This is an optimization exercise on Yosys and OpenROAD, whose aim is small area and a short achievable clock period, not a production implementation. In this exercise RTL edits were held to simulation tests only and were not proved equivalent to the original.

`flow/run.sh`:
```
#!/bin/bash
# synth_recipe.tcl (not shown) runs the flow's synth.tcl, then flattens the netlist and writes it again
# the make line also repeats each setting of config.mk as NAME=value (left out here)
make -C /OpenROAD-flow-scripts/flow DESIGN_CONFIG=/design/flow/config.mk WORK_HOME=/design/flow/orfs CLKGATE_MAP_FILE= SYNTH_SCRIPT=/design/flow/synth_recipe.tcl finish
```
`flow/config.mk`:
```
export PLATFORM = sky130hd
export DESIGN_NAME = multiply_accumulate
export DESIGN_NICKNAME = multiply_accumulate
export VERILOG_FILES = /design/flow/design.v
export SDC_FILE = /design/flow/constraint.sdc
export NUM_CORES = 4
export LEC_CHECK = 0
export CAP_MARGIN = 20
export CORE_MARGIN = 2
export CORE_UTILIZATION = 65
export CTS_BUF_LIST = sky130_fd_sc_hd__clkbuf_8
export CTS_CLUSTER_DIAMETER = 60
export CTS_CLUSTER_SIZE = 15
export SETUP_SLACK_MARGIN = 2.3
export SLEW_MARGIN = 20
```
`flow/constraint.sdc`:
```
create_clock -name core_clock -period 4.5 [get_ports {clk}]
set_input_delay 0.9000 -clock core_clock [delete_from_list [all_inputs] [get_ports {clk}]]
set_output_delay 0.9000 -clock core_clock [all_outputs]
set_load 0.01 [all_outputs]
```
`flow/design.v`:
```
module multiplier_int(clk, a, one, two, neg, b, p);
  input clk;
  input [15:0] a;
  input [7:0] one, two, neg;
  input [15:0] b;
  output [31:0] p;
  reg [15:0] a_r;
  reg [7:0] one_r, two_r, neg_r;
  wire pp0_0;
  wire pp0_1;
  wire pp0_2;
  wire pp0_3;
  wire pp0_4;
  wire pp0_5;
  wire pp0_6;
  wire pp0_7;
  wire pp0_8;
  wire pp0_9;
  wire pp0_10;
  wire pp0_11;
  wire pp0_12;
  wire pp0_13;
  wire pp0_14;
  wire pp0_15;
  wire pp0_16;
  wire pp1_0;
  wire pp1_1;
  wire pp1_2;
  wire pp1_3;
  wire pp1_4;
  wire pp1_5;
  wire pp1_6;
  wire pp1_7;
  wire pp1_8;
  wire pp1_9;
  wire pp1_10;
  wire pp1_11;
  wire pp1_12;
  wire pp1_13;
  wire pp1_14;
  wire pp1_15;
  wire pp1_16;
  wire pp2_0;
  wire pp2_1;
  wire pp2_2;
  wire pp2_3;
  wire pp2_4;
  wire pp2_5;
  wire pp2_6;
  wire pp2_7;
  wire pp2_8;
  wire pp2_9;
  wire pp2_10;
  wire pp2_11;
  wire pp2_12;
  wire pp2_13;
  wire pp2_14;
  wire pp2_15;
  wire pp2_16;
  wire pp3_0;
  wire pp3_1;
  wire pp3_2;
  wire pp3_3;
  wire pp3_4;
  wire pp3_5;
  wire pp3_6;
  wire pp3_7;
  wire pp3_8;
  wire pp3_9;
  wire pp3_10;
  wire pp3_11;
  wire pp3_12;
  wire pp3_13;
  wire pp3_14;
  wire pp3_15;
  wire pp3_16;
  wire pp4_0;
  wire pp4_1;
  wire pp4_2;
  wire pp4_3;
  wire pp4_4;
  wire pp4_5;
  wire pp4_6;
  wire pp4_7;
  wire pp4_8;
  wire pp4_9;
  wire pp4_10;
  wire pp4_11;
  wire pp4_12;
  wire pp4_13;
  wire pp4_14;
  wire pp4_15;
  wire pp4_16;
  wire pp5_0;
  wire pp5_1;
  wire pp5_2;
  wire pp5_3;
  wire pp5_4;
  wire pp5_5;
  wire pp5_6;
  wire pp5_7;
  wire pp5_8;
  wire pp5_9;
  wire pp5_10;
  wire pp5_11;
  wire pp5_12;
  wire pp5_13;
  wire pp5_14;
  wire pp5_15;
  wire pp5_16;
  wire pp6_0;
  wire pp6_1;
  wire pp6_2;
  wire pp6_3;
  wire pp6_4;
  wire pp6_5;
  wire pp6_6;
  wire pp6_7;
  wire pp6_8;
  wire pp6_9;
  wire pp6_10;
  wire pp6_11;
  wire pp6_12;
  wire pp6_13;
  wire pp6_14;
  wire pp6_15;
  wire pp6_16;
  wire pp7_0;
  wire pp7_1;
  wire pp7_2;
  wire pp7_3;
  wire pp7_4;
  wire pp7_5;
  wire pp7_6;
  wire pp7_7;
  wire pp7_8;
  wire pp7_9;
  wire pp7_10;
  wire pp7_11;
  wire pp7_12;
  wire pp7_13;
  wire pp7_14;
  wire pp7_15;
  wire pp7_16;
  wire s1;
  wire c2;
  wire s3;
  wire c4;
  wire s5;
  wire c6;
  wire s7;
  wire c8;
  wire s9;
  wire c10;
  wire s11;
  wire c12;
  wire s13;
  wire c14;
  wire s15;
  wire c16;
  wire s17;
  wire c18;
  wire s19;
  wire c20;
  wire s21;
  wire c22;
  wire s23;
  wire c24;
  wire s25;
  wire c26;
  wire s27;
  wire c28;
  wire s29;
  wire c30;
  wire s31;
  wire c32;
  wire s33;
  wire c34;
  wire s35;
  wire c36;
  wire s37;
  wire c38;
  wire s39;
  wire c40;
  wire s41;
  wire c42;
  wire s43;
  wire c44;
  wire s45;
  wire c46;
  wire s47;
  wire c48;
  wire s49;
  wire c50;
  wire s51;
  wire c52;
  wire s53;
  wire c54;
  wire s55;
  wire c56;
  wire s57;
  wire c58;
  wire s59;
  wire c60;
  wire s61;
  wire c62;
  wire s63;
  wire c64;
  wire s65;
  wire c66;
  wire s67;
  wire c68;
  wire s69;
  wire c70;
  wire s71;
  wire c72;
  wire s73;
  wire c74;
  wire s75;
  wire c76;
  wire s77;
  wire c78;
  wire s79;
  wire c80;
  wire s81;
  wire c82;
  wire s83;
  wire c84;
  wire s85;
  wire c86;
  wire s87;
  wire c88;
  wire s89;
  wire c90;
  wire s91;
  wire c92;
  wire s93;
  wire c94;
  wire s95;
  wire c96;
  wire s97;
  wire c98;
  wire s99;
  wire c100;
  wire s101;
  wire c102;
  wire s103;
  wire c104;
  wire s105;
  wire c106;
  wire s107;
  wire c108;
  wire s109;
  wire c110;
  wire s111;
  wire c112;
  wire s113;
  wire c114;
  wire s115;
  wire c116;
  wire s117;
  wire c118;
  wire s119;
  wire c120;
  wire s121;
  wire c122;
  wire s123;
  wire c124;
  wire s125;
  wire c126;
  wire s127;
  wire c128;
  wire s129;
  wire c130;
  wire s131;
  wire c132;
  wire s133;
  wire c134;
  wire s135;
  wire c136;
  wire s137;
  wire c138;
  wire s139;
  wire c140;
  wire s141;
  wire c142;
  wire s143;
  wire c144;
  wire s145;
  wire c146;
  wire s147;
  wire c148;
  wire s149;
  wire c150;
  wire s151;
  wire c152;
  wire s153;
  wire c154;
  wire s155;
  wire c156;
  wire s157;
  wire c158;
  wire s159;
  wire c160;
  wire s161;
  wire c162;
  wire s163;
  wire c164;
  wire s165;
  wire c166;
  wire s167;
  wire c168;
  wire s169;
  wire c170;
  wire s171;
  wire c172;
  wire s173;
  wire c174;
  wire s175;
  wire c176;
  wire s177;
  wire c178;
  wire s179;
  wire c180;
  wire s181;
  wire c182;
  wire s183;
  wire c184;
  wire s185;
  wire c186;
  wire s187;
  wire c188;
  wire s189;
  wire c190;
  wire s191;
  wire c192;
  wire s193;
  wire c194;
  wire s195;
  wire c196;
  wire s197;
  wire c198;
  wire s199;
  wire c200;
  wire s201;
  wire c202;
  wire s203;
  wire c204;
  wire s205;
  wire c206;
  wire s207;
  wire c208;
  wire s209;
  wire c210;
  wire s211;
  wire c212;
  wire s213;
  wire c214;
  wire s215;
  wire c216;
  wire s217;
  wire c218;
  wire s219;
  wire c220;
  wire s221;
  wire c222;
  wire s223;
  wire c224;
  reg t3_0_0;
  reg t3_0_1;
  reg t3_1_0;
  reg t3_2_0;
  reg t3_2_1;
  reg t3_2_2;
  reg t3_3_0;
  reg t3_3_1;
  reg t3_4_0;
  reg t3_4_1;
  reg t3_4_2;
  reg t3_5_0;
  reg t3_5_1;
  reg t3_5_2;
  reg t3_6_0;
  reg t3_6_1;
  reg t3_6_2;
  reg t3_7_0;
  reg t3_7_1;
  reg t3_7_2;
  reg t3_8_0;
  reg t3_8_1;
  reg t3_8_2;
  reg t3_9_0;
  reg t3_9_1;
  reg t3_9_2;
  reg t3_10_0;
  reg t3_10_1;
  reg t3_10_2;
  reg t3_11_0;
  reg t3_11_1;
  reg t3_11_2;
  reg t3_12_0;
  reg t3_12_1;
  reg t3_12_2;
  reg t3_13_0;
  reg t3_13_1;
  reg t3_13_2;
  reg t3_14_0;
  reg t3_14_1;
  reg t3_14_2;
  reg t3_15_0;
  reg t3_15_1;
  reg t3_15_2;
  reg t3_16_0;
  reg t3_16_1;
  reg t3_16_2;
  reg t3_17_0;
  reg t3_17_1;
  reg t3_17_2;
  reg t3_18_0;
  reg t3_18_1;
  reg t3_18_2;
  reg t3_19_0;
  reg t3_19_1;
  reg t3_19_2;
  reg t3_20_0;
  reg t3_20_1;
  reg t3_20_2;
  reg t3_21_0;
  reg t3_21_1;
  reg t3_21_2;
  reg t3_22_0;
  reg t3_22_1;
  reg t3_22_2;
  reg t3_23_0;
  reg t3_23_1;
  reg t3_23_2;
  reg t3_24_0;
  reg t3_24_1;
  reg t3_24_2;
  reg t3_25_0;
  reg t3_25_1;
  reg t3_25_2;
  reg t3_26_0;
  reg t3_26_1;
  reg t3_26_2;
  reg t3_27_0;
  reg t3_27_2;
  reg t3_28_0;
  reg t3_28_1;
  reg t3_28_2;
  reg t3_29_0;
  reg t3_30_0;
  always @(posedge clk) begin
    a_r <= a;
    one_r <= one; two_r <= two; neg_r <= neg;
    t3_0_0 <= pp0_0;
    t3_0_1 <= neg_r[0];
    t3_1_0 <= pp0_1;
    t3_2_0 <= pp0_2;
    t3_2_1 <= pp1_0;
    t3_2_2 <= neg_r[1];
    t3_3_0 <= pp0_3;
    t3_3_1 <= pp1_1;
    t3_4_0 <= s121;
    t3_4_1 <= pp2_0;
    t3_4_2 <= neg_r[2];
    t3_5_0 <= s123;
    t3_5_1 <= pp2_1;
    t3_5_2 <= c122;
    t3_6_0 <= s125;
    t3_6_1 <= neg_r[3];
    t3_6_2 <= c124;
    t3_7_0 <= s127;
    t3_7_1 <= c50;
    t3_7_2 <= c126;
    t3_8_0 <= s129;
    t3_8_1 <= c52;
    t3_8_2 <= c128;
    t3_9_0 <= s131;
    t3_9_1 <= c56;
    t3_9_2 <= c130;
    t3_10_0 <= s133;
    t3_10_1 <= c60;
    t3_10_2 <= c132;
    t3_11_0 <= s135;
    t3_11_1 <= c64;
    t3_11_2 <= c134;
    t3_12_0 <= s137;
    t3_12_1 <= c68;
    t3_12_2 <= c136;
    t3_13_0 <= s139;
    t3_13_1 <= c72;
    t3_13_2 <= c138;
    t3_14_0 <= s141;
    t3_14_1 <= c76;
    t3_14_2 <= c140;
    t3_15_0 <= s143;
    t3_15_1 <= c80;
    t3_15_2 <= c142;
    t3_16_0 <= s145;
    t3_16_1 <= c84;
    t3_16_2 <= c144;
    t3_17_0 <= s147;
    t3_17_1 <= c88;
    t3_17_2 <= c146;
    t3_18_0 <= s149;
    t3_18_1 <= c92;
    t3_18_2 <= c148;
    t3_19_0 <= s151;
    t3_19_1 <= c96;
    t3_19_2 <= c150;
    t3_20_0 <= s153;
    t3_20_1 <= c100;
    t3_20_2 <= c152;
    t3_21_0 <= s155;
    t3_21_1 <= c104;
    t3_21_2 <= c154;
    t3_22_0 <= s157;
    t3_22_1 <= c108;
    t3_22_2 <= c156;
    t3_23_0 <= s159;
    t3_23_1 <= c112;
    t3_23_2 <= c158;
    t3_24_0 <= s161;
    t3_24_1 <= c116;
    t3_24_2 <= c160;
    t3_25_0 <= s163;
    t3_25_1 <= c118;
    t3_25_2 <= c162;
    t3_26_0 <= s165;
    t3_26_1 <= c120;
    t3_26_2 <= c164;
    t3_27_0 <= s167;
    t3_27_2 <= c166;
    t3_28_0 <= pp6_16;
    t3_28_1 <= pp7_14;
    t3_28_2 <= c168;
    t3_29_0 <= pp7_15;
    t3_30_0 <= pp7_16;
  end
  assign pp0_0 = (one_r[0] & a_r[0]) ^ neg_r[0];
  assign pp0_1 = ((one_r[0] & a_r[1]) | (two_r[0] & a_r[0])) ^ neg_r[0];
  assign pp0_2 = ((one_r[0] & a_r[2]) | (two_r[0] & a_r[1])) ^ neg_r[0];
  assign pp0_3 = ((one_r[0] & a_r[3]) | (two_r[0] & a_r[2])) ^ neg_r[0];
  assign pp0_4 = ((one_r[0] & a_r[4]) | (two_r[0] & a_r[3])) ^ neg_r[0];
  assign pp0_5 = ((one_r[0] & a_r[5]) | (two_r[0] & a_r[4])) ^ neg_r[0];
  assign pp0_6 = ((one_r[0] & a_r[6]) | (two_r[0] & a_r[5])) ^ neg_r[0];
  assign pp0_7 = ((one_r[0] & a_r[7]) | (two_r[0] & a_r[6])) ^ neg_r[0];
  assign pp0_8 = ((one_r[0] & a_r[8]) | (two_r[0] & a_r[7])) ^ neg_r[0];
  assign pp0_9 = ((one_r[0] & a_r[9]) | (two_r[0] & a_r[8])) ^ neg_r[0];
  assign pp0_10 = ((one_r[0] & a_r[10]) | (two_r[0] & a_r[9])) ^ neg_r[0];
  assign pp0_11 = ((one_r[0] & a_r[11]) | (two_r[0] & a_r[10])) ^ neg_r[0];
  assign pp0_12 = ((one_r[0] & a_r[12]) | (two_r[0] & a_r[11])) ^ neg_r[0];
  assign pp0_13 = ((one_r[0] & a_r[13]) | (two_r[0] & a_r[12])) ^ neg_r[0];
  assign pp0_14 = ((one_r[0] & a_r[14]) | (two_r[0] & a_r[13])) ^ neg_r[0];
  assign pp0_15 = ((one_r[0] & a_r[15]) | (two_r[0] & a_r[14])) ^ neg_r[0];
  assign pp0_16 = ~(((one_r[0] & a_r[15]) | (two_r[0] & a_r[15])) ^ neg_r[0]);
  assign pp1_0 = (one_r[1] & a_r[0]) ^ neg_r[1];
  assign pp1_1 = ((one_r[1] & a_r[1]) | (two_r[1] & a_r[0])) ^ neg_r[1];
  assign pp1_2 = ((one_r[1] & a_r[2]) | (two_r[1] & a_r[1])) ^ neg_r[1];
  assign pp1_3 = ((one_r[1] & a_r[3]) | (two_r[1] & a_r[2])) ^ neg_r[1];
  assign pp1_4 = ((one_r[1] & a_r[4]) | (two_r[1] & a_r[3])) ^ neg_r[1];
  assign pp1_5 = ((one_r[1] & a_r[5]) | (two_r[1] & a_r[4])) ^ neg_r[1];
  assign pp1_6 = ((one_r[1] & a_r[6]) | (two_r[1] & a_r[5])) ^ neg_r[1];
  assign pp1_7 = ((one_r[1] & a_r[7]) | (two_r[1] & a_r[6])) ^ neg_r[1];
  assign pp1_8 = ((one_r[1] & a_r[8]) | (two_r[1] & a_r[7])) ^ neg_r[1];
  assign pp1_9 = ((one_r[1] & a_r[9]) | (two_r[1] & a_r[8])) ^ neg_r[1];
  assign pp1_10 = ((one_r[1] & a_r[10]) | (two_r[1] & a_r[9])) ^ neg_r[1];
  assign pp1_11 = ((one_r[1] & a_r[11]) | (two_r[1] & a_r[10])) ^ neg_r[1];
  assign pp1_12 = ((one_r[1] & a_r[12]) | (two_r[1] & a_r[11])) ^ neg_r[1];
  assign pp1_13 = ((one_r[1] & a_r[13]) | (two_r[1] & a_r[12])) ^ neg_r[1];
  assign pp1_14 = ((one_r[1] & a_r[14]) | (two_r[1] & a_r[13])) ^ neg_r[1];
  assign pp1_15 = ((one_r[1] & a_r[15]) | (two_r[1] & a_r[14])) ^ neg_r[1];
  assign pp1_16 = ~(((one_r[1] & a_r[15]) | (two_r[1] & a_r[15])) ^ neg_r[1]);
  assign pp2_0 = (one_r[2] & a_r[0]) ^ neg_r[2];
  assign pp2_1 = ((one_r[2] & a_r[1]) | (two_r[2] & a_r[0])) ^ neg_r[2];
  assign pp2_2 = ((one_r[2] & a_r[2]) | (two_r[2] & a_r[1])) ^ neg_r[2];
  assign pp2_3 = ((one_r[2] & a_r[3]) | (two_r[2] & a_r[2])) ^ neg_r[2];
  assign pp2_4 = ((one_r[2] & a_r[4]) | (two_r[2] & a_r[3])) ^ neg_r[2];
  assign pp2_5 = ((one_r[2] & a_r[5]) | (two_r[2] & a_r[4])) ^ neg_r[2];
  assign pp2_6 = ((one_r[2] & a_r[6]) | (two_r[2] & a_r[5])) ^ neg_r[2];
  assign pp2_7 = ((one_r[2] & a_r[7]) | (two_r[2] & a_r[6])) ^ neg_r[2];
  assign pp2_8 = ((one_r[2] & a_r[8]) | (two_r[2] & a_r[7])) ^ neg_r[2];
  assign pp2_9 = ((one_r[2] & a_r[9]) | (two_r[2] & a_r[8])) ^ neg_r[2];
  assign pp2_10 = ((one_r[2] & a_r[10]) | (two_r[2] & a_r[9])) ^ neg_r[2];
  assign pp2_11 = ((one_r[2] & a_r[11]) | (two_r[2] & a_r[10])) ^ neg_r[2];
  assign pp2_12 = ((one_r[2] & a_r[12]) | (two_r[2] & a_r[11])) ^ neg_r[2];
  assign pp2_13 = ((one_r[2] & a_r[13]) | (two_r[2] & a_r[12])) ^ neg_r[2];
  assign pp2_14 = ((one_r[2] & a_r[14]) | (two_r[2] & a_r[13])) ^ neg_r[2];
  assign pp2_15 = ((one_r[2] & a_r[15]) | (two_r[2] & a_r[14])) ^ neg_r[2];
  assign pp2_16 = ~(((one_r[2] & a_r[15]) | (two_r[2] & a_r[15])) ^ neg_r[2]);
  assign pp3_0 = (one_r[3] & a_r[0]) ^ neg_r[3];
  assign pp3_1 = ((one_r[3] & a_r[1]) | (two_r[3] & a_r[0])) ^ neg_r[3];
  assign pp3_2 = ((one_r[3] & a_r[2]) | (two_r[3] & a_r[1])) ^ neg_r[3];
  assign pp3_3 = ((one_r[3] & a_r[3]) | (two_r[3] & a_r[2])) ^ neg_r[3];
  assign pp3_4 = ((one_r[3] & a_r[4]) | (two_r[3] & a_r[3])) ^ neg_r[3];
  assign pp3_5 = ((one_r[3] & a_r[5]) | (two_r[3] & a_r[4])) ^ neg_r[3];
  assign pp3_6 = ((one_r[3] & a_r[6]) | (two_r[3] & a_r[5])) ^ neg_r[3];
  assign pp3_7 = ((one_r[3] & a_r[7]) | (two_r[3] & a_r[6])) ^ neg_r[3];
  assign pp3_8 = ((one_r[3] & a_r[8]) | (two_r[3] & a_r[7])) ^ neg_r[3];
  assign pp3_9 = ((one_r[3] & a_r[9]) | (two_r[3] & a_r[8])) ^ neg_r[3];
  assign pp3_10 = ((one_r[3] & a_r[10]) | (two_r[3] & a_r[9])) ^ neg_r[3];
  assign pp3_11 = ((one_r[3] & a_r[11]) | (two_r[3] & a_r[10])) ^ neg_r[3];
  assign pp3_12 = ((one_r[3] & a_r[12]) | (two_r[3] & a_r[11])) ^ neg_r[3];
  assign pp3_13 = ((one_r[3] & a_r[13]) | (two_r[3] & a_r[12])) ^ neg_r[3];
  assign pp3_14 = ((one_r[3] & a_r[14]) | (two_r[3] & a_r[13])) ^ neg_r[3];
  assign pp3_15 = ((one_r[3] & a_r[15]) | (two_r[3] & a_r[14])) ^ neg_r[3];
  assign pp3_16 = ~(((one_r[3] & a_r[15]) | (two_r[3] & a_r[15])) ^ neg_r[3]);
  assign pp4_0 = (one_r[4] & a_r[0]) ^ neg_r[4];
  assign pp4_1 = ((one_r[4] & a_r[1]) | (two_r[4] & a_r[0])) ^ neg_r[4];
  assign pp4_2 = ((one_r[4] & a_r[2]) | (two_r[4] & a_r[1])) ^ neg_r[4];
  assign pp4_3 = ((one_r[4] & a_r[3]) | (two_r[4] & a_r[2])) ^ neg_r[4];
  assign pp4_4 = ((one_r[4] & a_r[4]) | (two_r[4] & a_r[3])) ^ neg_r[4];
  assign pp4_5 = ((one_r[4] & a_r[5]) | (two_r[4] & a_r[4])) ^ neg_r[4];
  assign pp4_6 = ((one_r[4] & a_r[6]) | (two_r[4] & a_r[5])) ^ neg_r[4];
  assign pp4_7 = ((one_r[4] & a_r[7]) | (two_r[4] & a_r[6])) ^ neg_r[4];
  assign pp4_8 = ((one_r[4] & a_r[8]) | (two_r[4] & a_r[7])) ^ neg_r[4];
  assign pp4_9 = ((one_r[4] & a_r[9]) | (two_r[4] & a_r[8])) ^ neg_r[4];
  assign pp4_10 = ((one_r[4] & a_r[10]) | (two_r[4] & a_r[9])) ^ neg_r[4];
  assign pp4_11 = ((one_r[4] & a_r[11]) | (two_r[4] & a_r[10])) ^ neg_r[4];
  assign pp4_12 = ((one_r[4] & a_r[12]) | (two_r[4] & a_r[11])) ^ neg_r[4];
  assign pp4_13 = ((one_r[4] & a_r[13]) | (two_r[4] & a_r[12])) ^ neg_r[4];
  assign pp4_14 = ((one_r[4] & a_r[14]) | (two_r[4] & a_r[13])) ^ neg_r[4];
  assign pp4_15 = ((one_r[4] & a_r[15]) | (two_r[4] & a_r[14])) ^ neg_r[4];
  assign pp4_16 = ~(((one_r[4] & a_r[15]) | (two_r[4] & a_r[15])) ^ neg_r[4]);
  assign pp5_0 = (one_r[5] & a_r[0]) ^ neg_r[5];
  assign pp5_1 = ((one_r[5] & a_r[1]) | (two_r[5] & a_r[0])) ^ neg_r[5];
  assign pp5_2 = ((one_r[5] & a_r[2]) | (two_r[5] & a_r[1])) ^ neg_r[5];
  assign pp5_3 = ((one_r[5] & a_r[3]) | (two_r[5] & a_r[2])) ^ neg_r[5];
  assign pp5_4 = ((one_r[5] & a_r[4]) | (two_r[5] & a_r[3])) ^ neg_r[5];
  assign pp5_5 = ((one_r[5] & a_r[5]) | (two_r[5] & a_r[4])) ^ neg_r[5];
  assign pp5_6 = ((one_r[5] & a_r[6]) | (two_r[5] & a_r[5])) ^ neg_r[5];
  assign pp5_7 = ((one_r[5] & a_r[7]) | (two_r[5] & a_r[6])) ^ neg_r[5];
  assign pp5_8 = ((one_r[5] & a_r[8]) | (two_r[5] & a_r[7])) ^ neg_r[5];
  assign pp5_9 = ((one_r[5] & a_r[9]) | (two_r[5] & a_r[8])) ^ neg_r[5];
  assign pp5_10 = ((one_r[5] & a_r[10]) | (two_r[5] & a_r[9])) ^ neg_r[5];
  assign pp5_11 = ((one_r[5] & a_r[11]) | (two_r[5] & a_r[10])) ^ neg_r[5];
  assign pp5_12 = ((one_r[5] & a_r[12]) | (two_r[5] & a_r[11])) ^ neg_r[5];
  assign pp5_13 = ((one_r[5] & a_r[13]) | (two_r[5] & a_r[12])) ^ neg_r[5];
  assign pp5_14 = ((one_r[5] & a_r[14]) | (two_r[5] & a_r[13])) ^ neg_r[5];
  assign pp5_15 = ((one_r[5] & a_r[15]) | (two_r[5] & a_r[14])) ^ neg_r[5];
  assign pp5_16 = ~(((one_r[5] & a_r[15]) | (two_r[5] & a_r[15])) ^ neg_r[5]);
  assign pp6_0 = (one_r[6] & a_r[0]) ^ neg_r[6];
  assign pp6_1 = ((one_r[6] & a_r[1]) | (two_r[6] & a_r[0])) ^ neg_r[6];
  assign pp6_2 = ((one_r[6] & a_r[2]) | (two_r[6] & a_r[1])) ^ neg_r[6];
  assign pp6_3 = ((one_r[6] & a_r[3]) | (two_r[6] & a_r[2])) ^ neg_r[6];
  assign pp6_4 = ((one_r[6] & a_r[4]) | (two_r[6] & a_r[3])) ^ neg_r[6];
  assign pp6_5 = ((one_r[6] & a_r[5]) | (two_r[6] & a_r[4])) ^ neg_r[6];
  assign pp6_6 = ((one_r[6] & a_r[6]) | (two_r[6] & a_r[5])) ^ neg_r[6];
  assign pp6_7 = ((one_r[6] & a_r[7]) | (two_r[6] & a_r[6])) ^ neg_r[6];
  assign pp6_8 = ((one_r[6] & a_r[8]) | (two_r[6] & a_r[7])) ^ neg_r[6];
  assign pp6_9 = ((one_r[6] & a_r[9]) | (two_r[6] & a_r[8])) ^ neg_r[6];
  assign pp6_10 = ((one_r[6] & a_r[10]) | (two_r[6] & a_r[9])) ^ neg_r[6];
  assign pp6_11 = ((one_r[6] & a_r[11]) | (two_r[6] & a_r[10])) ^ neg_r[6];
  assign pp6_12 = ((one_r[6] & a_r[12]) | (two_r[6] & a_r[11])) ^ neg_r[6];
  assign pp6_13 = ((one_r[6] & a_r[13]) | (two_r[6] & a_r[12])) ^ neg_r[6];
  assign pp6_14 = ((one_r[6] & a_r[14]) | (two_r[6] & a_r[13])) ^ neg_r[6];
  assign pp6_15 = ((one_r[6] & a_r[15]) | (two_r[6] & a_r[14])) ^ neg_r[6];
  assign pp6_16 = ~(((one_r[6] & a_r[15]) | (two_r[6] & a_r[15])) ^ neg_r[6]);
  assign pp7_0 = (one_r[7] & a_r[0]) ^ neg_r[7];
  assign pp7_1 = ((one_r[7] & a_r[1]) | (two_r[7] & a_r[0])) ^ neg_r[7];
  assign pp7_2 = ((one_r[7] & a_r[2]) | (two_r[7] & a_r[1])) ^ neg_r[7];
  assign pp7_3 = ((one_r[7] & a_r[3]) | (two_r[7] & a_r[2])) ^ neg_r[7];
  assign pp7_4 = ((one_r[7] & a_r[4]) | (two_r[7] & a_r[3])) ^ neg_r[7];
  assign pp7_5 = ((one_r[7] & a_r[5]) | (two_r[7] & a_r[4])) ^ neg_r[7];
  assign pp7_6 = ((one_r[7] & a_r[6]) | (two_r[7] & a_r[5])) ^ neg_r[7];
  assign pp7_7 = ((one_r[7] & a_r[7]) | (two_r[7] & a_r[6])) ^ neg_r[7];
  assign pp7_8 = ((one_r[7] & a_r[8]) | (two_r[7] & a_r[7])) ^ neg_r[7];
  assign pp7_9 = ((one_r[7] & a_r[9]) | (two_r[7] & a_r[8])) ^ neg_r[7];
  assign pp7_10 = ((one_r[7] & a_r[10]) | (two_r[7] & a_r[9])) ^ neg_r[7];
  assign pp7_11 = ((one_r[7] & a_r[11]) | (two_r[7] & a_r[10])) ^ neg_r[7];
  assign pp7_12 = ((one_r[7] & a_r[12]) | (two_r[7] & a_r[11])) ^ neg_r[7];
  assign pp7_13 = ((one_r[7] & a_r[13]) | (two_r[7] & a_r[12])) ^ neg_r[7];
  assign pp7_14 = ((one_r[7] & a_r[14]) | (two_r[7] & a_r[13])) ^ neg_r[7];
  assign pp7_15 = ((one_r[7] & a_r[15]) | (two_r[7] & a_r[14])) ^ neg_r[7];
  assign pp7_16 = ~(((one_r[7] & a_r[15]) | (two_r[7] & a_r[15])) ^ neg_r[7]);
  assign s1 = pp0_10 ^ pp1_8;
  assign c2 = pp0_10 & pp1_8;
  assign s3 = pp0_11 ^ pp1_9;
  assign c4 = pp0_11 & pp1_9;
  assign s5 = pp0_12 ^ pp1_10 ^ pp2_8;
  assign c6 = (pp0_12 & pp1_10) | (pp0_12 & pp2_8) | (pp1_10 & pp2_8);
  assign s7 = pp3_6 ^ pp4_4;
  assign c8 = pp3_6 & pp4_4;
  assign s9 = pp0_13 ^ pp1_11 ^ pp2_9;
  assign c10 = (pp0_13 & pp1_11) | (pp0_13 & pp2_9) | (pp1_11 & pp2_9);
  assign s11 = pp3_7 ^ pp4_5;
  assign c12 = pp3_7 & pp4_5;
  assign s13 = pp0_14 ^ pp1_12 ^ pp2_10;
  assign c14 = (pp0_14 & pp1_12) | (pp0_14 & pp2_10) | (pp1_12 & pp2_10);
  assign s15 = pp3_8 ^ pp4_6 ^ pp5_4;
  assign c16 = (pp3_8 & pp4_6) | (pp3_8 & pp5_4) | (pp4_6 & pp5_4);
  assign s17 = pp6_2 ^ pp7_0;
  assign c18 = pp6_2 & pp7_0;
  assign s19 = pp0_15 ^ pp1_13 ^ pp2_11;
  assign c20 = (pp0_15 & pp1_13) | (pp0_15 & pp2_11) | (pp1_13 & pp2_11);
  assign s21 = pp3_9 ^ pp4_7 ^ pp5_5;
  assign c22 = (pp3_9 & pp4_7) | (pp3_9 & pp5_5) | (pp4_7 & pp5_5);
  assign s23 = pp6_3 ^ pp7_1;
  assign c24 = pp6_3 & pp7_1;
  assign s25 = pp0_16 ^ pp1_14 ^ pp2_12;
  assign c26 = (pp0_16 & pp1_14) | (pp0_16 & pp2_12) | (pp1_14 & pp2_12);
  assign s27 = pp3_10 ^ pp4_8 ^ pp5_6;
  assign c28 = (pp3_10 & pp4_8) | (pp3_10 & pp5_6) | (pp4_8 & pp5_6);
  assign s29 = pp6_4 ^ pp7_2 ^ 1'b1;
  assign c30 = (pp6_4 & pp7_2) | (pp6_4 & 1'b1) | (pp7_2 & 1'b1);
  assign s31 = pp1_15 ^ pp2_13 ^ pp3_11;
  assign c32 = (pp1_15 & pp2_13) | (pp1_15 & pp3_11) | (pp2_13 & pp3_11);
  assign s33 = pp4_9 ^ pp5_7 ^ pp6_5;
  assign c34 = (pp4_9 & pp5_7) | (pp4_9 & pp6_5) | (pp5_7 & pp6_5);
  assign s35 = pp7_3 ^ 1'b1;
  assign c36 = pp7_3 & 1'b1;
  assign s37 = pp1_16 ^ pp2_14 ^ pp3_12;
  assign c38 = (pp1_16 & pp2_14) | (pp1_16 & pp3_12) | (pp2_14 & pp3_12);
  assign s39 = pp4_10 ^ pp5_8 ^ pp6_6;
  assign c40 = (pp4_10 & pp5_8) | (pp4_10 & pp6_6) | (pp5_8 & pp6_6);
  assign s41 = pp2_15 ^ pp3_13 ^ pp4_11;
  assign c42 = (pp2_15 & pp3_13) | (pp2_15 & pp4_11) | (pp3_13 & pp4_11);
  assign s43 = pp5_9 ^ pp6_7;
  assign c44 = pp5_9 & pp6_7;
  assign s45 = pp2_16 ^ pp3_14 ^ pp4_12;
  assign c46 = (pp2_16 & pp3_14) | (pp2_16 & pp4_12) | (pp3_14 & pp4_12);
  assign s47 = pp3_15 ^ pp4_13;
  assign c48 = pp3_15 & pp4_13;
  assign s49 = pp0_6 ^ pp1_4;
  assign c50 = pp0_6 & pp1_4;
  assign s51 = pp0_7 ^ pp1_5;
  assign c52 = pp0_7 & pp1_5;
  assign s53 = pp0_8 ^ pp1_6 ^ pp2_4;
  assign c54 = (pp0_8 & pp1_6) | (pp0_8 & pp2_4) | (pp1_6 & pp2_4);
  assign s55 = pp3_2 ^ pp4_0;
  assign c56 = pp3_2 & pp4_0;
  assign s57 = pp0_9 ^ pp1_7 ^ pp2_5;
  assign c58 = (pp0_9 & pp1_7) | (pp0_9 & pp2_5) | (pp1_7 & pp2_5);
  assign s59 = pp3_3 ^ pp4_1;
  assign c60 = pp3_3 & pp4_1;
  assign s61 = s1 ^ pp2_6 ^ pp3_4;
  assign c62 = (s1 & pp2_6) | (s1 & pp3_4) | (pp2_6 & pp3_4);
  assign s63 = pp4_2 ^ pp5_0 ^ neg_r[5];
  assign c64 = (pp4_2 & pp5_0) | (pp4_2 & neg_r[5]) | (pp5_0 & neg_r[5]);
  assign s65 = s3 ^ pp2_7 ^ pp3_5;
  assign c66 = (s3 & pp2_7) | (s3 & pp3_5) | (pp2_7 & pp3_5);
  assign s67 = pp4_3 ^ pp5_1 ^ c2;
  assign c68 = (pp4_3 & pp5_1) | (pp4_3 & c2) | (pp5_1 & c2);
  assign s69 = s5 ^ s7 ^ pp5_2;
  assign c70 = (s5 & s7) | (s5 & pp5_2) | (s7 & pp5_2);
  assign s71 = pp6_0 ^ neg_r[6] ^ c4;
  assign c72 = (pp6_0 & neg_r[6]) | (pp6_0 & c4) | (neg_r[6] & c4);
  assign s73 = s9 ^ s11 ^ pp5_3;
  assign c74 = (s9 & s11) | (s9 & pp5_3) | (s11 & pp5_3);
  assign s75 = pp6_1 ^ c6 ^ c8;
  assign c76 = (pp6_1 & c6) | (pp6_1 & c8) | (c6 & c8);
  assign s77 = s13 ^ s15 ^ s17;
  assign c78 = (s13 & s15) | (s13 & s17) | (s15 & s17);
  assign s79 = neg_r[7] ^ c10 ^ c12;
  assign c80 = (neg_r[7] & c10) | (neg_r[7] & c12) | (c10 & c12);
  assign s81 = s19 ^ s21 ^ s23;
  assign c82 = (s19 & s21) | (s19 & s23) | (s21 & s23);
  assign s83 = c14 ^ c16 ^ c18;
  assign c84 = (c14 & c16) | (c14 & c18) | (c16 & c18);
  assign s85 = s25 ^ s27 ^ s29;
  assign c86 = (s25 & s27) | (s25 & s29) | (s27 & s29);
  assign s87 = c20 ^ c22 ^ c24;
  assign c88 = (c20 & c22) | (c20 & c24) | (c22 & c24);
  assign s89 = s31 ^ s33 ^ s35;
  assign c90 = (s31 & s33) | (s31 & s35) | (s33 & s35);
  assign s91 = c26 ^ c28 ^ c30;
  assign c92 = (c26 & c28) | (c26 & c30) | (c28 & c30);
  assign s93 = s37 ^ s39 ^ pp7_4;
  assign c94 = (s37 & s39) | (s37 & pp7_4) | (s39 & pp7_4);
  assign s95 = c32 ^ c34 ^ c36;
  assign c96 = (c32 & c34) | (c32 & c36) | (c34 & c36);
  assign s97 = s41 ^ s43 ^ pp7_5;
  assign c98 = (s41 & s43) | (s41 & pp7_5) | (s43 & pp7_5);
  assign s99 = 1'b1 ^ c38 ^ c40;
  assign c100 = (1'b1 & c38) | (1'b1 & c40) | (c38 & c40);
  assign s101 = s45 ^ pp5_10 ^ pp6_8;
  assign c102 = (s45 & pp5_10) | (s45 & pp6_8) | (pp5_10 & pp6_8);
  assign s103 = pp7_6 ^ c42 ^ c44;
  assign c104 = (pp7_6 & c42) | (pp7_6 & c44) | (c42 & c44);
  assign s105 = s47 ^ pp5_11 ^ pp6_9;
  assign c106 = (s47 & pp5_11) | (s47 & pp6_9) | (pp5_11 & pp6_9);
  assign s107 = pp7_7 ^ 1'b1 ^ c46;
  assign c108 = (pp7_7 & 1'b1) | (pp7_7 & c46) | (1'b1 & c46);
  assign s109 = pp3_16 ^ pp4_14 ^ pp5_12;
  assign c110 = (pp3_16 & pp4_14) | (pp3_16 & pp5_12) | (pp4_14 & pp5_12);
  assign s111 = pp6_10 ^ pp7_8 ^ c48;
  assign c112 = (pp6_10 & pp7_8) | (pp6_10 & c48) | (pp7_8 & c48);
  assign s113 = pp4_15 ^ pp5_13 ^ pp6_11;
  assign c114 = (pp4_15 & pp5_13) | (pp4_15 & pp6_11) | (pp5_13 & pp6_11);
  assign s115 = pp7_9 ^ 1'b1;
  assign c116 = pp7_9 & 1'b1;
  assign s117 = pp4_16 ^ pp5_14 ^ pp6_12;
  assign c118 = (pp4_16 & pp5_14) | (pp4_16 & pp6_12) | (pp5_14 & pp6_12);
  assign s119 = pp5_15 ^ pp6_13;
  assign c120 = pp5_15 & pp6_13;
  assign s121 = pp0_4 ^ pp1_2;
  assign c122 = pp0_4 & pp1_2;
  assign s123 = pp0_5 ^ pp1_3;
  assign c124 = pp0_5 & pp1_3;
  assign s125 = s49 ^ pp2_2 ^ pp3_0;
  assign c126 = (s49 & pp2_2) | (s49 & pp3_0) | (pp2_2 & pp3_0);
  assign s127 = s51 ^ pp2_3 ^ pp3_1;
  assign c128 = (s51 & pp2_3) | (s51 & pp3_1) | (pp2_3 & pp3_1);
  assign s129 = s53 ^ s55 ^ neg_r[4];
  assign c130 = (s53 & s55) | (s53 & neg_r[4]) | (s55 & neg_r[4]);
  assign s131 = s57 ^ s59 ^ c54;
  assign c132 = (s57 & s59) | (s57 & c54) | (s59 & c54);
  assign s133 = s61 ^ s63 ^ c58;
  assign c134 = (s61 & s63) | (s61 & c58) | (s63 & c58);
  assign s135 = s65 ^ s67 ^ c62;
  assign c136 = (s65 & s67) | (s65 & c62) | (s67 & c62);
  assign s137 = s69 ^ s71 ^ c66;
  assign c138 = (s69 & s71) | (s69 & c66) | (s71 & c66);
  assign s139 = s73 ^ s75 ^ c70;
  assign c140 = (s73 & s75) | (s73 & c70) | (s75 & c70);
  assign s141 = s77 ^ s79 ^ c74;
  assign c142 = (s77 & s79) | (s77 & c74) | (s79 & c74);
  assign s143 = s81 ^ s83 ^ c78;
  assign c144 = (s81 & s83) | (s81 & c78) | (s83 & c78);
  assign s145 = s85 ^ s87 ^ c82;
  assign c146 = (s85 & s87) | (s85 & c82) | (s87 & c82);
  assign s147 = s89 ^ s91 ^ c86;
  assign c148 = (s89 & s91) | (s89 & c86) | (s91 & c86);
  assign s149 = s93 ^ s95 ^ c90;
  assign c150 = (s93 & s95) | (s93 & c90) | (s95 & c90);
  assign s151 = s97 ^ s99 ^ c94;
  assign c152 = (s97 & s99) | (s97 & c94) | (s99 & c94);
  assign s153 = s101 ^ s103 ^ c98;
  assign c154 = (s101 & s103) | (s101 & c98) | (s103 & c98);
  assign s155 = s105 ^ s107 ^ c102;
  assign c156 = (s105 & s107) | (s105 & c102) | (s107 & c102);
  assign s157 = s109 ^ s111 ^ c106;
  assign c158 = (s109 & s111) | (s109 & c106) | (s111 & c106);
  assign s159 = s113 ^ s115 ^ c110;
  assign c160 = (s113 & s115) | (s113 & c110) | (s115 & c110);
  assign s161 = s117 ^ pp7_10 ^ c114;
  assign c162 = (s117 & pp7_10) | (s117 & c114) | (pp7_10 & c114);
  assign s163 = s119 ^ pp7_11 ^ 1'b1;
  assign c164 = (s119 & pp7_11) | (s119 & 1'b1) | (pp7_11 & 1'b1);
  assign s165 = pp5_16 ^ pp6_14 ^ pp7_12;
  assign c166 = (pp5_16 & pp6_14) | (pp5_16 & pp7_12) | (pp6_14 & pp7_12);
  assign s167 = pp6_15 ^ pp7_13;
  assign c168 = pp6_15 & pp7_13;
  assign s169 = t3_2_0 ^ t3_2_1;
  assign c170 = t3_2_0 & t3_2_1;
  assign s171 = t3_3_0 ^ t3_3_1;
  assign c172 = t3_3_0 & t3_3_1;
  assign s173 = t3_4_0 ^ t3_4_1 ^ t3_4_2;
  assign c174 = (t3_4_0 & t3_4_1) | (t3_4_0 & t3_4_2) | (t3_4_1 & t3_4_2);
  assign s175 = t3_5_0 ^ t3_5_1 ^ t3_5_2;
  assign c176 = (t3_5_0 & t3_5_1) | (t3_5_0 & t3_5_2) | (t3_5_1 & t3_5_2);
  assign s177 = t3_6_0 ^ t3_6_1 ^ t3_6_2;
  assign c178 = (t3_6_0 & t3_6_1) | (t3_6_0 & t3_6_2) | (t3_6_1 & t3_6_2);
  assign s179 = t3_7_0 ^ t3_7_1 ^ t3_7_2;
  assign c180 = (t3_7_0 & t3_7_1) | (t3_7_0 & t3_7_2) | (t3_7_1 & t3_7_2);
  assign s181 = t3_8_0 ^ t3_8_1 ^ t3_8_2;
  assign c182 = (t3_8_0 & t3_8_1) | (t3_8_0 & t3_8_2) | (t3_8_1 & t3_8_2);
  assign s183 = t3_9_0 ^ t3_9_1 ^ t3_9_2;
  assign c184 = (t3_9_0 & t3_9_1) | (t3_9_0 & t3_9_2) | (t3_9_1 & t3_9_2);
  assign s185 = t3_10_0 ^ t3_10_1 ^ t3_10_2;
  assign c186 = (t3_10_0 & t3_10_1) | (t3_10_0 & t3_10_2) | (t3_10_1 & t3_10_2);
  assign s187 = t3_11_0 ^ t3_11_1 ^ t3_11_2;
  assign c188 = (t3_11_0 & t3_11_1) | (t3_11_0 & t3_11_2) | (t3_11_1 & t3_11_2);
  assign s189 = t3_12_0 ^ t3_12_1 ^ t3_12_2;
  assign c190 = (t3_12_0 & t3_12_1) | (t3_12_0 & t3_12_2) | (t3_12_1 & t3_12_2);
  assign s191 = t3_13_0 ^ t3_13_1 ^ t3_13_2;
  assign c192 = (t3_13_0 & t3_13_1) | (t3_13_0 & t3_13_2) | (t3_13_1 & t3_13_2);
  assign s193 = t3_14_0 ^ t3_14_1 ^ t3_14_2;
  assign c194 = (t3_14_0 & t3_14_1) | (t3_14_0 & t3_14_2) | (t3_14_1 & t3_14_2);
  assign s195 = t3_15_0 ^ t3_15_1 ^ t3_15_2;
  assign c196 = (t3_15_0 & t3_15_1) | (t3_15_0 & t3_15_2) | (t3_15_1 & t3_15_2);
  assign s197 = t3_16_0 ^ t3_16_1 ^ t3_16_2;
  assign c198 = (t3_16_0 & t3_16_1) | (t3_16_0 & t3_16_2) | (t3_16_1 & t3_16_2);
  assign s199 = t3_17_0 ^ t3_17_1 ^ t3_17_2;
  assign c200 = (t3_17_0 & t3_17_1) | (t3_17_0 & t3_17_2) | (t3_17_1 & t3_17_2);
  assign s201 = t3_18_0 ^ t3_18_1 ^ t3_18_2;
  assign c202 = (t3_18_0 & t3_18_1) | (t3_18_0 & t3_18_2) | (t3_18_1 & t3_18_2);
  assign s203 = t3_19_0 ^ t3_19_1 ^ t3_19_2;
  assign c204 = (t3_19_0 & t3_19_1) | (t3_19_0 & t3_19_2) | (t3_19_1 & t3_19_2);
  assign s205 = t3_20_0 ^ t3_20_1 ^ t3_20_2;
  assign c206 = (t3_20_0 & t3_20_1) | (t3_20_0 & t3_20_2) | (t3_20_1 & t3_20_2);
  assign s207 = t3_21_0 ^ t3_21_1 ^ t3_21_2;
  assign c208 = (t3_21_0 & t3_21_1) | (t3_21_0 & t3_21_2) | (t3_21_1 & t3_21_2);
  assign s209 = t3_22_0 ^ t3_22_1 ^ t3_22_2;
  assign c210 = (t3_22_0 & t3_22_1) | (t3_22_0 & t3_22_2) | (t3_22_1 & t3_22_2);
  assign s211 = t3_23_0 ^ t3_23_1 ^ t3_23_2;
  assign c212 = (t3_23_0 & t3_23_1) | (t3_23_0 & t3_23_2) | (t3_23_1 & t3_23_2);
  assign s213 = t3_24_0 ^ t3_24_1 ^ t3_24_2;
  assign c214 = (t3_24_0 & t3_24_1) | (t3_24_0 & t3_24_2) | (t3_24_1 & t3_24_2);
  assign s215 = t3_25_0 ^ t3_25_1 ^ t3_25_2;
  assign c216 = (t3_25_0 & t3_25_1) | (t3_25_0 & t3_25_2) | (t3_25_1 & t3_25_2);
  assign s217 = t3_26_0 ^ t3_26_1 ^ t3_26_2;
  assign c218 = (t3_26_0 & t3_26_1) | (t3_26_0 & t3_26_2) | (t3_26_1 & t3_26_2);
  assign s219 = t3_27_0 ^ 1'b1 ^ t3_27_2;
  assign c220 = (t3_27_0 & 1'b1) | (t3_27_0 & t3_27_2) | (1'b1 & t3_27_2);
  assign s221 = t3_28_0 ^ t3_28_1 ^ t3_28_2;
  assign c222 = (t3_28_0 & t3_28_1) | (t3_28_0 & t3_28_2) | (t3_28_1 & t3_28_2);
  assign s223 = t3_29_0 ^ 1'b1;
  assign c224 = t3_29_0 & 1'b1;
  wire [31:0] rowA = {1'b1, t3_30_0, s223, s221, s219, s217, s215, s213, s211, s209, s207, s205, s203, s201, s199, s197, s195, s193, s191, s189, s187, s185, s183, s181, s179, s177, s175, s173, s171, s169, t3_1_0, t3_0_0};
  wire [31:0] rowB = {1'b0, c224, c222, c220, c218, c216, c214, c212, c210, c208, c206, c204, c202, c200, c198, c196, c194, c192, c190, c188, c186, c184, c182, c180, c178, c176, c174, c172, c170, t3_2_2, 1'b0, t3_0_1};
  assign p = rowA + rowB;
endmodule
module multiply_accumulate(
  clk,
  aresetn,
  reset,
  data,
  multi,
  result,
  overflow
);
  parameter I_OPP_W = 16;
  parameter O_OPP_W = 2 * I_OPP_W;
  input clk;
  input aresetn;
  input reset;
  input [I_OPP_W - 1:0] data;
  input [I_OPP_W - 1:0] multi;
  output reg [O_OPP_W - 1:0] result;
  output reg overflow;
  wire [16:0] bx = {multi, 1'b0};
  wire [7:0] one, two, neg;
  genvar g;
  generate for (g = 0; g < 8; g = g + 1) begin : enc
    assign one[g] = bx[2*g+1] ^ bx[2*g];
    assign two[g] = (bx[2*g+2] & ~bx[2*g+1] & ~bx[2*g]) | (~bx[2*g+2] & bx[2*g+1] & bx[2*g]);
    assign neg[g] = bx[2*g+2];
  end endgenerate
  wire [31:0] prod;
  multiplier_int u0(.clk(clk), .a(data), .one(one), .two(two), .neg(neg), .b(multi), .p(prod));
  localparam ND = 15;
  reg [30:0] pd [0:ND-2];
  integer i;
  always @(posedge clk) begin
    pd[0] <= prod[30:0];
    for (i = 1; i < ND - 1; i = i + 1)
      pd[i] <= pd[i-1];
  end
  wire [30:0] pp = pd[ND-2];
  wire [31:0] pfull = {pp[30] & (|pp[29:0]), pp};
  reg [4:0] cnt;
  reg [31:0] q;
  always @(posedge clk, negedge aresetn) begin
    if (aresetn == 0) begin
      cnt <= 0;
      q <= 0;
    end else begin
      if (cnt != 5'd16)
        cnt <= cnt + 5'd1;
      q <= (cnt == 5'd16) ? pfull : 32'd0;
    end
  end
  always @(posedge clk, negedge aresetn) begin
    if (aresetn == 0) begin
      result <= 0;
      overflow <= 0;
    end else if (reset == 1) begin
      result <= 0;
      overflow <= 0;
    end else begin
      result <= result + q;
      overflow <= result[O_OPP_W - 1] ^ q[31];
    end
  end
endmodule
```
==> results of run 1 <==
-- layer usage --
metal,routed length (um),GRT usage
met1,17500,0.289
met2,23200,0.439
met3,2080,0.0386
met4,1890,0.107
met5,0,0
-- cell type report --
class,instances,share of cell area
sequential,628,0.488
clock inverter,18,0.00557
inverter,84,0.0118
tap,448,0.0210
clock buffer,52,0.0268
timing repair buffer,228,0.0778
multi-input combinational,978,0.369
-- metrics by stage --
step	cell area, um^2	setup WS, ns
global route	26700	1.69
CTS	25900	1.86
detailed placement	23300	1.53
global placement	23300	1.56
floorplan	22800	1.96
finish	26700	1.76
-- registers in the layout, indices dropped and copies added (netlist names), 5 cells and up --
register	cells
u0.a_r	16
pd	434
result	32
q	32
u0.one_r	8
u0.neg_r	8
cnt	5
u0.two_r	8
-- final timing paths --
kind | startpoint | endpoint | slack [ns] | cells after the start
setup / recovery | u0.t3_11_2 | pd[0][30] | 1.76 | 8
hold / removal | aresetn | result[3] | 0.25 | 1
setup reg to reg | u0.t3_11_2 | pd[0][30] | 1.76 | 8
hold reg to reg | pd[5][9] | pd[6][9] | 0.30 | 0
max in group asynchronous | aresetn | result[26] | 3.23 | 2
min in group core_clock | pd[5][9] | pd[6][9] | 0.30 | 0
-- what timing repair did --
action | CTS | global route
pin swaps | 116 | 104
endpoints found under the setup margin | 113 | 101
resized for setup | 329 | 139
setup buffers | 109 | 40
-- worst max-delay path: stages (launching register included) --
cell       delay (ns)
dfxtp_1          0.33
fa_1             0.54
ha_4             0.39
a21oi_4          0.11
o21ai_4          0.28
o2111ai_4        0.18
a221oi_4         0.39
o2111a_1         0.23
o221ai_2         0.13
-- layout by cell type, fill, tap and decap left out, types with 10 or more instances in the layout --
cell,synthesis,layout
clkbuf_8,0,52
dfxtp_4,0,29
nand4_1,16,16
a21oi_1,68,45
inv_1,84,75
a21o_1,22,21
a22oi_2,0,55
clkdlybuf4s15_1,0,11
dfxtp_2,0,12
a22oi_1,124,69
clkdlybuf4s50_1,0,33
inv_2,0,16
buf_6,3,65
and2_1,38,38
fa_1,85,65
ha_4,0,23
buf_4,0,95
fa_2,0,20
a21oi_4,0,13
a21oi_2,0,10
nor2_1,55,46
clkbuf_2,0,11
nand3_1,17,16
xnor2_1,124,105
dfxtp_1,558,517
xor2_1,70,62
ha_1,86,57
nand2_1,57,57
o21ai_0,46,31
o21a_1,12,12
dfrtp_1,70,70
xnor2_2,0,18
nor2b_1,11,11
-- cell families after synthesis --
kind of cell,after synthesis,synth area share
xor+xnor,194,0.0775
compound gates,351,0.110
fa+ha+maj,171,0.127
mux,9,0.00456
simple gates,253,0.0591
flops,628,0.589
buf+inv,187,0.0330
==> impl_metrics.yaml, run 1 <==
outcome:
  outcome: "no timing/DRC/antenna violations"
global_route:
  gr-total-overflow: 0
  grt_max_degree: 50
  antenna_found_initial: 0
  grt_pass1_vias: 13700
  track_usage: 0.244
  grt_pass1_wl_um: 69000
setup_path:
  worst-setup-path-type: "register to register"
  critPathLaunchType: "register"
  crit_required_ns: 4.99
  worst_ep_arrival_time_ns: 3.23
  crit_path_end_kind: "register"
  worst-path-max-fanout: 6
final_layout:
  synthToLayoutAreaGrowth_pct: 21.9
  num-fill-cells: 1950
  finalNonFillerCells: 2436
  regArea_um2: 13000
  nNetsFinal: 2177
  multi_input_area_um2: 9870
  drive_gt1_frac: 0.270
  diodes: 0
  final_util: 0.801
drt:
  drtIter0Drc: 791
  drc: 0
  dr.pass1.iters: 5
  detail-route-antenna-nets: 0
  post_drt_via_cell_ratio: 5.52
  wirelength_um: 44700
  wl_per_cell_um: 18.3
  vias: 13400
timing:
  rsz0062_at_grt: "yes"
  setup_tns_ns: 0
  min_period_ns: 2.74
  min_period_over_period: 0.610
  relSlewSlack: 0.588
  whs_ns: 0.253
  final-max-slew-violation-count: 0
  skew_ns: 0.0512
  hold_viol: 0
  max_freq_mhz: 364
  worst_pin_slew_ns: 0.618
  setup_violations: 0
cts:
  cts_root_buf: "clkbuf_8"
  clock_latency_ns: 0.64
  hold_buffers: 0
  h-tree-depth: 2
  cts_buffer_depth: 3
  clock-sinks: 628
  tritoncts: "yes"
  cts_made_buffers: 51
  path_clk_slew_ns: 0.10
logic_synthesis:
  synth_largest_area_cell: "dfxtp_1"
  synthArstFlopShare: 0.111
  ys_warn_count: 3
  synthTopCellsByArea: "dfxtp_1 51%, dfrtp_1 8.0%, fa_1 7.8%"
  synth_top_area_frac: 0.509
  synth_fp_nets: 1999
  synth_seq_cells: 628
  syn_avg_cell_area_um2: 12.2
  netlist_area_um2: 21900
  synthFlopType: "dfxtp_1"
  synth_most_common_cell: "dfxtp_1"
  yosysSeqAreaShare: 0.589
  synth_edf_count: 0
  ys_types: 62
  syn_inst: 1793
  synthTopCellsByCount: "558 x dfxtp_1, 124 x a22oi_1, 124 x xnor2_1"
floorplanning:
  initial_core_util: 0.657
  rows: 67
  die_width_um: 188
  die_area_um2: 35200
  die_h_um: 188
  ioPinCount: 68
  coreArea_um2: 33400
job:
  cap_violations: 0
placed_design:
  io_buffers: 67
  gp_congestion: 0.895
  place_inst: 2217
  hpwl_um: 27100
min_path:
  holdCritPathClass: "input pin to asynchronous set/reset pin"
==> run 2, diff against run 1 <==
--- a/flow/config.mk
+++ b/flow/config.mk
@@ -11,5 +11,6 @@
 export CTS_BUF_LIST = sky130_fd_sc_hd__clkbuf_8
 export CTS_CLUSTER_DIAMETER = 60
 export CTS_CLUSTER_SIZE = 15
-export SETUP_SLACK_MARGIN = 2.3
+export SETUP_SLACK_MARGIN = 2.5
 export SLEW_MARGIN = 20
+export TNS_END_PERCENT = 0
==> impl_metrics.yaml, run 2 <==
final_layout:
  layout_commonest_cell: "dfxtp_1"
  final_area_um2: 24400
  synthToLayoutAreaGrowth_pct: 11.3
  nNetsFinal: 2043
  largest_registers: "pd (434), q (32), result (32)"
  diodes: 0
  num-fill-cells: 2355
  drive_gt1_frac: 0.113
  regArea_um2: 13000
  largest_reg_flops: 434
  regMostFlops: "pd"
  multi_input_area_um2: 8700
  final_cell_mix: "527 x dfxtp_1, 124 x xnor2_1, 92 x a22oi_1"
timing:
  hold_viol: 0
  rsz0062_at_grt: "yes"
  skew_ns: 0.0189
  min_period_over_period: 0.590
  max_freq_mhz: 377
  min_period_ns: 2.65
  relSlewSlack: 0.519
  setup_slack_ns: 1.85
  final-max-slew-violation-count: 0
  setup_violations: 0
  worst_pin_slew_ns: 0.721
  setup_tns_ns: 0
logic_synthesis:
  synth_most_common_cell: "dfxtp_1"
  synthArstFlopShare: 0.111
  ys_warn_count: 3
  synthFlopType: "dfxtp_1"
  syn_avg_cell_area_um2: 12.2
  synthTopCellsByCount: "558 x dfxtp_1, 124 x a22oi_1, 124 x xnor2_1"
  synth_edf_count: 0
  netlist_area_um2: 21900
  syn_inst: 1793
  synth_largest_area_cell: "dfxtp_1"
  synth_top_area_frac: 0.509
  synth_seq_cells: 628
  yosysSeqAreaShare: 0.589
  ys_types: 62
  synth_fp_nets: 1999
  synthTopCellsByArea: "dfxtp_1 51%, dfrtp_1 8.0%, fa_1 7.8%"
setup_path:
  endpoint: "pd[0][30]"
  startpoint: "u0.t3_10_2"
  critPathLaunchType: "register"
  timing.rr.start: "u0.t3_10_2"
  path_cells: "fa_1, ha_2, and4_2, o2111ai_1, a221oi_4, o2111a_1, o221ai_1"
  r2r_cells: 7
  crit_path_top_delay_cell: "fa_1"
  worst_r2r_endpoint: "pd[0][30]"
  cpPeakStageDelay_ns: 0.48
  worst_ep_arrival_time_ns: 3.16
  r2r_slack_ns: 1.85
  worst-setup-path-type: "register to register"
  crit_required_ns: 5.01
  crit_path_end_kind: "register"
  worst-path-max-fanout: 8
drt:
  drc: 0
  detail-route-antenna-nets: 0
  vias: 12700
  drtIter0Drc: 556
  dr.pass1.iters: 5
  post_drt_via_cell_ratio: 5.51
  wirelength_um: 37900
  wl_per_cell_um: 16.5
placed_design:
  io_buffers: 67
  place_ws_ns: 1.39
  placed_area_um2: 23000
  hpwl_um: 26900
  gp_congestion: 0.905
global_route:
  grt_pass1_vias: 13100
  met1_usage: 0.260
  track_usage: 0.221
  grt_max_degree: 41
  grt_use_met2: 0.406
  grt-busiest-layer: "met2"
  grt_pass1_wl_um: 63400
  gr-total-overflow: 0
  gr-usage-met3: 0.0402
  antenna_found_initial: 0
cts:
  tritoncts: "yes"
  clock-sinks: 628
  h-tree-depth: 2
  path_clk_slew_ns: 0.09
  cts_buffer_depth: 3
  clock_latency_ns: 0.64
  cts_made_buffers: 52
  cts_root_buf: "clkbuf_8"
outcome:
  outcome: "no timing/DRC/antenna violations"
floorplanning:
  die_width_um: 188
  rows: 67
  ioPinCount: 68
  coreArea_um2: 33400
  die_area_um2: 35200
  die_h_um: 188
  initial_core_util: 0.657
min_path:
  holdCritPathClass: "input pin to asynchronous set/reset pin"
job:
  cap_violations: 0
==> run 2: how the worst min path moves through the flow <==
stage | slack [ns] | end | startpoint
4_1_cts | 0.27 | result[0] | aresetn
2_1_floorplan | 0.31 | pd[10][0] | pd[9][0]
5_1_grt | 0.32 | result[1] | aresetn
3_3_place_gp | 0.31 | pd[6][26] | pd[5][26]
3_5_place_dp | 0.31 | pd[12][27] | pd[11][27]
6_report | 0.32 | result[1] | aresetn
==> run 2: critical path: cells and delay by family (launching register included) <==
kind                     cells  cell delay [ns]
flip-flops                   1             0.33
AND/OR/NAND/NOR              1             0.31
adder cells (fa/ha/maj)      2             0.91
AO/OA/AOI/OAI                4             0.96
==> run 2: logic make-up after synthesis <==
| family | share of synthesized area |
|---|---|
| flip-flops | 0.589 |
| AND/OR/NAND/NOR | 0.0591 |
| adder cells (fa/ha/maj) | 0.127 |
| buffers and inverters | 0.0330 |
| XOR/XNOR | 0.0775 |
| AO/OA/AOI/OAI | 0.110 |
| multiplexers | 0.00456 |
==> run 2: metrics by stage <==
| stage | util | std cells | hold WS [ns] |
|---|---|---|---|
| global placement | 0.689 | 2217 | 0.310 |
| global route | 0.731 | 2306 | 0.323 |
| detailed placement | 0.689 | 2217 | 0.312 |
| finish | 0.731 | 2306 | 0.315 |
| floorplan | - | 1793 | 0.310 |
| CTS | 0.729 | 2302 | 0.269 |
==> run 2: final cells by class <==
cell class,instances,share of cell area
repair buffers,93,0.0352
multi-input cells,978,0.356
inverters,84,0.0129
clock inverters,20,0.00795
clock buffers,55,0.0310
flip-flops and latches,628,0.534
well taps,448,0.0230
==> run 2: what timing repair did <==
action                                  in CTS  in global routing
endpoints found under the setup margin     131                127
pin swaps                                   14                  6
gates cloned                                 0                  0
setup buffers                               10                  4
gates resized for setup                     90                 16
hold buffers                                 0                  0
==> run 2: routing by layer <==
| metal | routed length (um) | part of all wire | vias up |
|---|---|---|---|
| li1 | - | - | 6128 |
| met1 | 15700 | 0.41 | 6178 |
| met2 | 19400 | 0.51 | 309 |
| met3 | 1760 | 0.046 | 80 |
| met4 | 1030 | 0.027 | 0 |
| met5 | 0 | 0 | - |
==> run 3, diff against run 2 <==
--- a/flow/config.mk
+++ b/flow/config.mk
@@ -11,6 +11,6 @@
 export CTS_BUF_LIST = sky130_fd_sc_hd__clkbuf_8
 export CTS_CLUSTER_DIAMETER = 60
 export CTS_CLUSTER_SIZE = 15
-export SETUP_SLACK_MARGIN = 2.5
+export SETUP_SLACK_MARGIN = 2.2
 export SLEW_MARGIN = 20
 export TNS_END_PERCENT = 0
==> impl_metrics.yaml, run 3 <==
outcome:
  outcome: "no timing/DRC/antenna violations"
timing:
  min_period_over_period: 0.590
  final-max-slew-violation-count: 0
  rsz0062_at_grt: "yes"
  setup_slack_ns: 1.85
  setup_violations: 0
  max_freq_mhz: 377
  whs_ns: 0.315
  setup_tns_ns: 0
  worst_pin_slew_ns: 0.721
  relSlewSlack: 0.519
  skew_ns: 0.0189
  min_period_ns: 2.65
  hold_viol: 0
cts:
  path_clk_slew_ns: 0.09
  h-tree-depth: 2
  hold_buffers: 0
  cts_root_buf: "clkbuf_8"
  tritoncts: "yes"
  cts_buffer_depth: 3
  cts_made_buffers: 52
  clock-sinks: 628
  clock_latency_ns: 0.64
setup_path:
  critPathLaunchType: "register"
  worst_r2r_endpoint: "pd[0][30]"
  worst_ep_arrival_time_ns: 3.16
  crit_required_ns: 5.01
  r2r_slack_ns: 1.85
  path_buf_inv: 0
  worst-setup-path-type: "register to register"
  critical_path.top_delay_family: "compound AO/OA/AOI/OAI gates"
  cpPeakStageDelay_ns: 0.48
  path_cells: "fa_1, ha_2, and4_2, o2111ai_1, a221oi_4, o2111a_1, o221ai_1"
  worst-path-max-fanout: 8
  timing.rr.start: "u0.t3_10_2"
  crit_path_top_delay_cell: "fa_1"
  crit_path_end_kind: "register"
  r2r_cells: 7
floorplanning:
  die_area_um2: 35200
  ioPinCount: 68
  coreArea_um2: 33400
  die_h_um: 188
  die_width_um: 188
  rows: 67
  initial_core_util: 0.657
logic_synthesis:
  synth-compound-area-share: 0.110
  synthArstFlopShare: 0.111
  synth-xor-area-share: 0.0775
  ys_types: 62
  netlist_area_um2: 21900
  synth_top_family_by_area: "adder cells"
  synth_fp_nets: 1999
  synthTopCellsByCount: "558 x dfxtp_1, 124 x a22oi_1, 124 x xnor2_1"
  yosysSeqAreaShare: 0.589
  synth_most_common_cell: "dfxtp_1"
  syn_avg_cell_area_um2: 12.2
  synth_top_area_frac: 0.509
  synth-simple-area-share: 0.0591
  synthMuxAreaShare: 0.00456
  synth_fa_ha_area_frac: 0.127
  synth_seq_cells: 628
  synth_edf_count: 0
  syn_inst: 1793
  synthFlopType: "dfxtp_1"
  synthTopCellsByArea: "dfxtp_1 51%, dfrtp_1 8.0%, fa_1 7.8%"
  ys_warn_count: 3
  synth_largest_area_cell: "dfxtp_1"
job:
  cap_violations: 0
drt:
  detail-route-antenna-nets: 0
  drc: 0
  wl_per_cell_um: 16.5
  vias: 12700
  dr.pass1.iters: 5
  post_drt_via_cell_ratio: 5.51
  drtIter0Drc: 556
  wirelength_um: 37900
final_layout:
  multi_input_area_um2: 8700
  final_util: 0.731
  regArea_um2: 13000
  final_cell_mix: "527 x dfxtp_1, 124 x xnor2_1, 92 x a22oi_1"
  largest_registers: "pd (434), q (32), result (32)"
  num-fill-cells: 2355
  largest_reg_flops: 434
  diodes: 0
  nNetsFinal: 2043
  drive_gt1_frac: 0.113
  layout_commonest_cell: "dfxtp_1"
  synthToLayoutAreaGrowth_pct: 11.3
  regMostFlops: "pd"
global_route:
  track_usage: 0.221
  antenna_found_initial: 0
  grt_pass1_wl_um: 63400
  grt_pass1_vias: 13100
  grt_max_degree: 41
  gr-total-overflow: 0
placed_design:
  gp_congestion: 0.905
  hpwl_um: 26900
  io_buffers: 67
  place_ws_ns: 1.39
min_path:
  holdCritPathClass: "input pin to asynchronous set/reset pin"
## run 3: through the flow
step | cell area [um^2] | instances
floorplan | 22500 | 1793
global placement | 23000 | 2217
detailed placement | 23000 | 2217
CTS | 24300 | 2302
global route | 24400 | 2306
finish | 24400 | 2306
## run 3: kinds of logic (layout without fill, tap and decap cells)
| kind of cell | after synthesis | count (layout) |
|---|---|---|
| muxes | 9 | 9 |
| AOI/OAI and AO/OA | 351 | 351 |
| DFF | 628 | 628 |
| and+or+nand+nor | 253 | 253 |
| xor gates and xnor gates | 194 | 194 |
| buffers and inverters | 187 | 252 |
| adders and majority gates | 171 | 171 |
## run 3: layout make-up
type	instances	area share
Inverter	84	0.0129
Tap cell	448	0.0230
Timing Repair Buffer	93	0.0352
Clock inverter	20	0.00795
Sequential cell	628	0.534
Clock buffer	55	0.0310
Multi-Input combinational cell	978	0.356
## run 3: routing by layer
metal  global-route usage  vias up  wire [um]
met5                    0        -          0
met4               0.0769        0       1030
met3               0.0402       80       1760
met2                0.406      309      19400
met1                0.260     6178      15700
li1                     -     6128          -
## run 3: worst reg2reg max path, cell delays in order, from the launching register on
cell	delay [ns]
dfxtp_1	0.33
fa_1	0.48
ha_2	0.43
and4_2	0.31
o2111ai_1	0.25
a221oi_4	0.41
o2111a_1	0.21
o221ai_1	0.09
## run 3: worst max-delay path by stage
stage / cells after the start / to / slack, ns / start
detailed placement: 8 / pd[0][27] / 1.39 / u0.t3_8_2
floorplan: 9 / u0.t3_18_0 / 1.96 / u0.one_r[3]
finish: 7 / pd[0][30] / 1.85 / u0.t3_10_2
global route: 7 / result[25] / 1.78 / result[5]
CTS: 8 / result[30] / 1.87 / result[1]
global placement: 8 / pd[0][27] / 1.45 / u0.t3_6_2
## run 3: repair_timing
item	CTS	global route
endpoints found under the setup margin	112	103
gates resized for setup	90	16
pin swaps	14	6
buffers inserted	10	4

## port drivers added, routing unchanged
Ports are ideal in the flow. The routed layouts listed here were re-timed in OpenROAD.
Step 1 (the two cells are an assumption about what drives the block):
set clk [get_ports {clk}]
set_driving_cell -lib_cell sky130_fd_sc_hd__clkbuf_16 $clk
set_driving_cell -lib_cell sky130_fd_sc_hd__buf_2 [delete_from_list [all_inputs] $clk]
Step 2 times the ports against the registers' clock, not the clock port: input delays grow and output delays shrink by t, the midpoint of the rising clock arrivals with the driver on.
Three values: ideal ports, drivers, drivers and shift; two values: the first two.
run	t (ns)	setup WS [ns]	pins driven straight from the clock port
run 1	0.663	1.756 / 1.756 / 1.756	1
run 2	0.679	1.846 / 1.833 / 1.709	1
run 3	0.679	1.846 / 1.833 / 1.709	1
After both steps setup and hold are still met in every run listed.
